What follows belongs to an exercise in optimizing a design on an open flow for small area; a production flow would make more cautious choices. The RTL was checked by simulation tests, not by an equivalence proof against the original design. Power is estimated from default activity; no workload was simulated.

### flow/config.mk
export PLATFORM = sky130hd
export DESIGN_NAME = top
export DESIGN_NICKNAME = top
export VERILOG_FILES = /design/flow/design.v
export SDC_FILE = /design/flow/constraint.sdc
export NUM_CORES = 4
export LEC_CHECK = 0
export CAP_MARGIN = 20
export CORE_MARGIN = 2
export CORE_UTILIZATION = 40
export SLEW_MARGIN = 20
### flow/run.sh
#!/bin/bash
# synth_recipe.tcl (not shown) runs the flow's synth.tcl, then flattens the netlist and writes it again
# the make line also repeats each setting of config.mk as NAME=value (left out here)
make -C /OpenROAD-flow-scripts/flow DESIGN_CONFIG=/design/flow/config.mk WORK_HOME=/design/flow/orfs CLKGATE_MAP_FILE= SYNTH_SCRIPT=/design/flow/synth_recipe.tcl finish
### flow/constraint.sdc
create_clock -name core_clock -period 20.0 [get_ports {CLOCK_50}]
set_input_delay 4.0000 -clock core_clock [delete_from_list [all_inputs] [get_ports {CLOCK_50}]]
set_output_delay 4.0000 -clock core_clock [all_outputs]
set_load 0.01 [all_outputs]
### flow/design.v
`timescale 1ns / 1ps
module ultrasonic(clk, rst, start, trigger, echo, distance_raw, new_measure, timeout);
	input clk, rst, start, echo;
	output trigger, new_measure, timeout;
	output reg [20:0] distance_raw;
	parameter 	CLK_MHZ = 50,			 
			TRIGGER_PULSE_US = 12,  	 
			TIMEOUT_MS = 25;		 
	localparam	COUNT_TRIGGER_PULSE = CLK_MHZ * TRIGGER_PULSE_US;
	localparam  	COUNT_TIMEOUT = CLK_MHZ * TIMEOUT_MS * 1000;
	reg [20:0] counter;
	reg[2:0]  state, state_next;
	localparam 	IDLE 		= 0,
			TRIG 		= 1,
			WAIT_ECHO_UP 	= 2,
			MEASUREMENT 	= 3,
			MEASURE_OK 	= 4;
	always @(posedge clk) state <= rst ? IDLE : state_next;
	wire measurement;
	assign measurement = (state == MEASUREMENT);
	assign new_measure = (state == MEASURE_OK);
	wire counter_timeout;
	assign counter_timeout = (counter >= COUNT_TIMEOUT);
	assign timeout = new_measure && counter_timeout;
	assign trigger = (state == TRIG);
	wire enable_counter;
	assign enable_counter = trigger || echo;	
	always @(posedge clk) begin
		if (rst)
			counter <= 21'b0;
		else if (enable_counter)
			counter <=  counter + 21'b1;
		else
			counter <= 21'b0;  
	end	
	always @(posedge clk) begin
		if (rst)
			distance_raw <= 21'b0;
		else if (enable_counter && measurement)
			distance_raw <= counter;
	end
	always @(*) begin
		state_next <= state;  
		case (state)
			IDLE: begin  
				if (start) state_next <= TRIG;
			end
			TRIG: begin  
				if (counter >= COUNT_TRIGGER_PULSE) state_next <= WAIT_ECHO_UP;
			end
			WAIT_ECHO_UP: begin
				if (echo) state_next <= MEASUREMENT;
			end
			MEASUREMENT: begin  
				if (counter_timeout || (~echo)) state_next <= MEASURE_OK;
			end
			MEASURE_OK: begin
				state_next <= IDLE;			
			end
			default: begin
				state_next <= IDLE;
			end	
		endcase
	end
endmodule
`timescale 1ns / 1ps
module vga(
    input clk_50,    
    input reset,         
    output video_on,     
    output hsync,        
    output vsync,        
    output p_tick,       
    output [9:0] x,      
    output [9:0] y       
    );
    parameter HD = 640;              
    parameter HF = 48;               
    parameter HB = 16;               
    parameter HR = 96;               
    parameter HMAX = HD+HF+HB+HR-1;  
    parameter VD = 480;              
    parameter VF = 10;               
    parameter VB = 33;               
    parameter VR = 2;                
    parameter VMAX = VD+VF+VB+VR-1;  
    reg clk_25;
	 always@(posedge clk_50)
    begin
    if(reset)
        clk_25<=1'b0;
    else
        clk_25<=~clk_25;  
    end
    reg [9:0] h_count_reg, h_count_next;
    reg [9:0] v_count_reg, v_count_next;
    reg v_sync_reg, h_sync_reg;
    wire v_sync_next, h_sync_next;
    always @(posedge clk_50)
        if(reset) begin
            v_count_reg <= 0;
            h_count_reg <= 0;
            v_sync_reg  <= 1'b0;
            h_sync_reg  <= 1'b0;
        end
        else begin
            v_count_reg <= v_count_next;
            h_count_reg <= h_count_next;
            v_sync_reg  <= v_sync_next;
            h_sync_reg  <= h_sync_next;
        end
    always @(posedge clk_50)       
        if(reset)
            h_count_next <= 0;
        else if(~clk_25)
            if(h_count_reg == HMAX)                  
                h_count_next <= 0;
            else
                h_count_next <= h_count_reg + 1;         
    always @(posedge clk_50)
        if(reset)
            v_count_next <= 0;
        else if(~clk_25)
            if(h_count_reg == HMAX)                  
                if((v_count_reg == VMAX))            
                    v_count_next <= 0;
                else
                    v_count_next <= v_count_reg + 1;
    assign h_sync_next = ~(h_count_reg >= (HD+HB) && h_count_reg <= (HD+HB+HR-1));
    assign v_sync_next = ~(v_count_reg >= (VD+VB) && v_count_reg <= (VD+VB+VR-1));
    assign video_on = (h_count_reg < HD) && (v_count_reg < VD);  
    assign hsync  = h_sync_reg;
    assign vsync  = v_sync_reg;
    assign x      = h_count_reg;
    assign y      = v_count_reg;
    assign p_tick = clk_25;
endmodule
`timescale 1ns / 1ps
`timescale 1ns / 1ps
module pixel_generation(
    input video_on,
    input [9:0] x, y,
    output reg [11:0] rgb
    );
    parameter RED    = 12'h00F;
    parameter GREEN  = 12'h0F0;
    parameter BLUE   = 12'hF00;
    parameter YELLOW = 12'h0FF;      
    parameter AQUA   = 12'hFF0;      
    parameter VIOLET = 12'hF0F;      
    parameter WHITE  = 12'hFFF;      
    parameter BLACK  = 12'h000;      
    parameter GRAY   = 12'hAAA;      
    wire u_white_on, u_yellow_on, u_aqua_on, u_green_on, u_violet_on, u_red_on, u_blue_on;
    wire l_blue_on, l_black1_on, l_violet_on, l_gray_on, l_aqua_on, l_black2_on, l_white_on;
    assign u_white_on  = ((x >= 0)   && (x < 91)   &&  (y >= 0) && (y < 412));
    assign u_yellow_on = ((x >= 91)  && (x < 182)  &&  (y >= 0) && (y < 412));
    assign u_aqua_on   = ((x >= 182) && (x < 273)  &&  (y >= 0) && (y < 412));
    assign u_green_on  = ((x >= 273) && (x < 364)  &&  (y >= 0) && (y < 412));
    assign u_violet_on = ((x >= 364) && (x < 455)  &&  (y >= 0) && (y < 412));
    assign u_red_on    = ((x >= 455) && (x < 546)  &&  (y >= 0) && (y < 412));
    assign u_blue_on   = ((x >= 546) && (x < 640)  &&  (y >= 0) && (y < 412));
    assign l_blue_on   = ((x >= 0)   && (x < 91)   &&  (y >= 412) && (y < 480));
    assign l_black1_on = ((x >= 91)  && (x < 182)  &&  (y >= 412) && (y < 480));
    assign l_violet_on = ((x >= 182) && (x < 273)  &&  (y >= 412) && (y < 480));
    assign l_gray_on   = ((x >= 273) && (x < 364)  &&  (y >= 412) && (y < 480));
    assign l_aqua_on   = ((x >= 364) && (x < 455)  &&  (y >= 412) && (y < 480));
    assign l_black2_on = ((x >= 455) && (x < 546)  &&  (y >= 412) && (y < 480));
    assign l_white_on  = ((x >= 546) && (x < 640)  &&  (y >= 412) && (y < 480));
    always @*
        if(~video_on)
            rgb = BLACK;
        else
            if(u_white_on)
                rgb = WHITE;
            else if(u_yellow_on)
                rgb = YELLOW;
            else if(u_aqua_on)
                rgb = AQUA;
            else if(u_green_on)
                rgb = GREEN;
            else if(u_violet_on)
                rgb = VIOLET;
            else if(u_red_on)
                rgb = RED;
            else if(u_blue_on)
                rgb = BLUE;
            else if(l_blue_on)
                rgb = BLUE;
            else if(l_black1_on)
                rgb = BLACK;
            else if(l_violet_on)
                rgb = VIOLET;
            else if(l_gray_on)
                rgb = GRAY;
            else if(l_aqua_on)
                rgb = AQUA;
            else if(l_black2_on)
                rgb = BLACK;
            else if(l_white_on)
                rgb = WHITE;
            else
                rgb = BLACK;
endmodule
`timescale 1ns / 1ps
`timescale 1ns / 1ps
module vga_top(
    input clk_50,        
    input rst,               
    input reset,             
    output hsync,            
    output vsync,            
    output [11:0] rgb        
    );
    wire w_video_on, w_p_tick;
    wire [9:0] w_x, w_y;
    reg [11:0] rgb_reg;
    wire [11:0] rgb_next;
    vga vc(.clk_50(clk_50), .reset(rst | reset), .video_on(w_video_on), 
                      .hsync(hsync), .vsync(vsync), .p_tick(w_p_tick), .x(w_x), .y(w_y));
    pixel_generation pg(.video_on(w_video_on), .x(w_x), .y(w_y), .rgb(rgb_next));
    always @(posedge clk_50)
        if(rst)
            rgb_reg <= 12'h000;
        else if(w_p_tick)
            rgb_reg <= rgb_next;
    assign rgb = rgb_reg;
endmodule
`timescale 1ns / 1ps
module top(CLOCK_50,rst,rgb,vsync,hsync, TRIG, ECHO, LED);
	input 		 CLOCK_50;
	input 		 rst;      
	output [11:0] rgb;
	output hsync,vsync;
	output 		 TRIG;
	input		 ECHO;   
	output [7:0] 	 LED;
	wire start, new_measure, timeout;
	wire [20:0] distance_raw;
	reg [24:0] counter_ping;
	localparam CLK_MHZ = 1;	  
	localparam PERIOD_PING_MS = 60;   
	localparam COUNTER_MAX_PING = CLK_MHZ * PERIOD_PING_MS * 1000;
	localparam D = 58 * CLK_MHZ;
	ultrasonic #(	.CLK_MHZ(CLK_MHZ), 
			.TRIGGER_PULSE_US(12), 
			.TIMEOUT_MS(3)
					) U1
						(	.clk(CLOCK_50),
							.trigger(TRIG),
							.echo(ECHO),
							.rst(rst),
							.start(start),
							.new_measure(new_measure),
							.timeout(timeout),
							.distance_raw(distance_raw)
						);
	reg reset;
	vga_top vgau(
    .clk_50(CLOCK_50),        
    .rst(rst),
    .reset(reset),             
    .hsync(hsync),            
    .vsync(vsync),            
    .rgb(rgb)        
    );
	reg [31:0] timer;
    localparam integer TEN_SECONDS = 32'd1000000;  
    always @(posedge CLOCK_50) begin
        if (rst) begin
            timer <= 0;
            reset <= 0;
        end else if (distance_raw < 50 * D) begin
            if (timer < TEN_SECONDS)
                timer <= timer + 1;
            else
                reset <= 1;
        end else begin
            timer <= 0;
            reset <= 0;
        end
    end    
	assign LED[6] = (distance_raw > 40*D);  
	assign LED[5] = (distance_raw > 30*D);
	assign LED[4] = (distance_raw > 25*D);
	assign LED[3] = (distance_raw > 20*D);
	assign LED[2] = (distance_raw > 15*D);
	assign LED[1] = (distance_raw > 10*D);
	assign LED[0] = (distance_raw >  5*D);  
	assign LED[7] = timeout;	 
	assign start = (counter_ping == COUNTER_MAX_PING - 1);
	always @(posedge CLOCK_50) begin
		if (rst || counter_ping == COUNTER_MAX_PING - 1)
			counter_ping <= 25'd0;
		else begin	
			counter_ping <= counter_ping + 25'd1;
		end
	end
endmodule
==> impl_metrics.py <==
metrics = {
    "placement": {
        "gp_congestion": 0.845,
        "dp_hpwl_um": 9570,
        "io_buffer_count": 25,
        "place_ws_ns": 13.80,
    },
    "clocking": {
        "cts_hold_buffers": 0,
        "cts_resized": 0,
        "clk_pin_slew_ns": 0.06,
        "htreeDepth": 4,
        "clock_latency_ns": 0.42,
        "cts_setup_buffers": 0,
        "root_buffer": "clkbuf_16",
        "cts_tree": "done",
        "clockBufferDepth": 2,
        "clock_sinks": 152,
        "numCtsBuffers": 17,
    },
    "cells_and_area": {
        "mostFrequentLayoutCell": "dfxtp_1",
        "fill_cells": 1752,
        "syn_to_final_growth_pct": 12.7,
        "multi_input_area_sq_um": 3800,
        "layout-drive-gt1-share_pct": 7.93,
        "finalNetCount": 860,
        "regMostFlops": "timer",
        "final_cell_mix": "dfxtp_1, nor2_1, nand2_1",
        "ff_latch_area_sq_um": 3040,
        "largest_reg_flops": 32,
        "num_antenna_cells": 0,
        "top_regs": "timer (32), counter_ping (25)",
    },
    "drt": {
        "ant_nets": 0,
        "wl_um": 14400,
        "vias": 5778,
        "drt_iter0_markers": 409,
        "vias_per_cell": 5.32,
        "wire_per_inst_um": 13.2,
        "drc_errors": 0,
        "firstDrtPassIters": 5,
    },
    "timing": {
        "slew_headroom_pct": 42.2,
        "tightest_slew_ns": 0.860,
        "fmax_mhz": 150,
        "setup_viol": 0,
        "tns_ns": 0,
        "fin_crit_ns": 6.65,
        "hold_violations": 0,
        "setup_ws_ns": 13.35,
        "fin_skew_ns": 0.0108,
        "fin_crit_sh_pct": 33.2,
        "rsz0062_at_grt": "false",
        "holdWs_ns": 0.431,
        "drv_slew": 0,
    },
    "yosys": {
        "syn_nets": 867,
        "ys_seq_elements": 152,
        "synth_edf_count": 0,
        "avgSynthCellArea_sq_um": 8.50,
        "yosysUniqueCellTypes": 71,
        "yosysSeqAreaShare_pct": 42.0,
        "yosys_most_used_dff": "dfxtp_1",
        "synthCells": 852,
        "yosysWarnings": 5,
        "synth_area_leader_cell": "dfxtp_1",
        "synth_area_sq_um": 7240,
        "post-synth-top-area-fraction_pct": 42.0,
        "synthTopCellsByArea": "dfxtp_1, xnor2_1, nor2_1",
        "synth_async_sr_flop_share_pct": 0,
    },
    "die": {
        "die_y_um": 139,
        "initial_core_util_pct": 40.6,
        "row_count": 49,
        "io_pins": 26,
        "die_x_um": 139,
        "core_sq_um": 17800,
        "dieArea_sq_um": 19200,
    },
    "critical_path": {
        "crit_arrival_ns": 2.65,
        "worstPathRequired_ns": 16.00,
        "slowest_stage": "clkdlybuf4s50_1",
        "r2r_end": "vgau.vc.v_count_next[0]$_SDFFE_PP0P_",
        "crit_path_max_fanout": 10,
        "reg2reg_slack_ns": 17.76,
        "path_class": "flip-flop to output pin",
        "path_cells": "inv_1 -> nor4b_1 -> nand3_1 -> o2111a_1 -> a31oi_1 -> clkdlybuf4s50_1",
        "slowest_delay_ns": 0.58,
        "cp-start-kind": "flip-flop",
        "crit_path_end_kind": "output pin",
        "rr_worst_depth": 7,
        "r2r-start": "vgau.vc.h_count_reg[1]$_SDFF_PP0_",
    },
    "global_routing": {
        "first_global_vias": 5138,
        "grt_overflow": 0,
        "grt_first_pass_wirelength_um": 24900,
        "grt_usage_pct": 15.4,
        "grt_max_degree": 40,
        "antenna_found_initial": 0,
    },
    "pwr": {
        "powerDensity_nw_per_um2": 79.5,
        "clock_power_share_pct": 48.7,
        "p_leak_nw": 2.84,
        "power_frac_seq_pct": 48.0,
        "p_switching_w": 0.000146,
        "p_int_w": 0.000502,
        "swShare_pct": 22.5,
        "combPwrFrac_pct": 3.3,
        "ir_drop_v": 0.0000695,
    },
    "hold_path": {
        "min_to": "vgau.vc.v_count_reg[2]$_SDFF_PP0_",
        "hold_start": "vgau.vc.v_count_next[2]$_SDFFE_PP0P_",
        "hold_depth": 2,
        "min_path_type": "flip-flop to flip-flop",
    },
    "job": {
        "cap_violations": 0,
    },
    "status": {
        "outcome": "timing/DRC/antenna clean",
    },
}
==> worst max path at each step <==
stage                                                from  endpoint  cells past startpoint
after floorplan           U1.distance_raw[3]$_SDFFE_PP0P_    LED[2]                      6
after CTS                 U1.distance_raw[8]$_SDFFE_PP0P_    LED[0]                      6
final                     U1.distance_raw[8]$_SDFFE_PP0P_    LED[0]                      6
after detailed placement  U1.distance_raw[8]$_SDFFE_PP0P_    LED[0]                      6
after global placement    U1.distance_raw[8]$_SDFFE_PP0P_    LED[0]                      6
after global routing      U1.distance_raw[8]$_SDFFE_PP0P_    LED[0]                      6
==> cells in the mapped netlist (4+ instances only) <==
| master | n |
|---|---|
| and3_1 | 13 |
| buf_1 | 5 |
| or4_1 | 4 |
| or2_2 | 7 |
| o22ai_1 | 12 |
| buf_2 | 7 |
| or3_1 | 8 |
| nor4b_1 | 4 |
| o31ai_1 | 5 |
| xnor2_1 | 49 |
| xor2_1 | 21 |
| nor4_1 | 18 |
| buf_4 | 7 |
| and2_1 | 28 |
| dfxtp_1 | 152 |
| o21ai_0 | 14 |
| nand3_1 | 39 |
| nor4_2 | 4 |
| a21o_1 | 4 |
| a31oi_1 | 7 |
| o2bb2ai_1 | 6 |
| ha_1 | 12 |
| nor3_1 | 22 |
| nand4_1 | 15 |
| clkbuf_1 | 35 |
| mux2i_1 | 5 |
| a21oi_1 | 49 |
| and4_1 | 6 |
| nand2_1 | 86 |
| inv_1 | 39 |
| o2111ai_1 | 4 |
| a211oi_1 | 12 |
| nor2_1 | 87 |
==> per-stage QoR <==
step                      utilization (%)  std cells  power (W)  instance area, sq um
after floorplan                         -        852   0.000332                  7240
after global placement               42.4       1055   0.000340                  7560
after detailed placement             42.4       1055   0.000340                  7560
after CTS                            45.7       1087   0.000658                  8160
after global routing                 45.7       1087   0.000674                  8160
final                                45.7       1087   0.000648                  8160
==> metal layers <==
| metal | global-route usage, % | vias to the layer above | wire, um |
|---|---|---|---|
| met2 | 23.1 | 76 | 6170 |
| met1 | 21.7 | 2708 | 7660 |
| met3 | 4.61 | 10 | 421 |
| met4 | 3.54 | 0 | 99 |
| met5 | 0 | - | 0 |
| li1 | - | 2984 | - |
==> layout make-up <==
type / count / area share [%]
inverter: 40 / 1.84
sequential: 152 / 37.3
tap: 229 / 3.51
timing repair buffer: 29 / 3.44
clock inverter: 11 / 1.38
multi-input combinational: 605 / 46.6
clock buffer: 21 / 5.89
==> kinds of logic (layout without fill, tap and decap cells) <==
kind of cell               count (synthesis)  in the layout  share of synthesized area [%]
and+or+nand+nor                          368            368                           27.0
DFF                                      152            152                           42.0
AOI/OAI and AO/OA                        150            150                           14.2
buffers and inverters                     95            101                           5.51
xor gates and xnor gates                  70             70                           8.47
adders and majority gates                 12             12                           2.07
muxes                                      5              5                          0.691
==> critical path: cells and delay by family, from the launching register on <==
family                 cells  cell delay (ns)
AND/OR/NAND/NOR            2             0.56
AO/OA/AOI/OAI              2             0.46
buffers and inverters      2             0.69
flip-flops                 1             0.51
==> power groups by stage <==
stage	logic, W	clock network (W)	registers [W]
floorplan	0.0000150	0	0.000317
global placement	0.0000218	0	0.000318
detailed placement	0.0000217	0	0.000318
CTS	0.0000219	0.000325	0.000311
global route	0.0000242	0.000338	0.000312
finish	0.0000215	0.000316	0.000311

[port drivers added, routing unchanged]
How much do the figures lean on ideal ports? The routed layout below was timed once more, with nothing changed but the port constraints. Step 1, drivers: a clkbuf_16 drives CLOCK_50 and a buf_2 each remaining input, both assumed. Step 2 also shifts input and output timing later by t, the mid clock arrival at the registers, as if the neighbouring blocks saw the same clock. a / b / c = ideal ports / drivers / drivers and shift; a / b = the first two.
t (ns): 0.459
slack for setup (ns): 13.354 / 13.312 / 13.771
latest minus earliest clock arrival (ns): 0.011 / 0.011
worst slew at a driven data input, ns: 0.03
pins driven straight from the clock port: 1
After both steps this run still meets setup and hold. For this run, drivers alone change the setup slack by -0.042 ns; drivers and shift together by +0.417 ns.
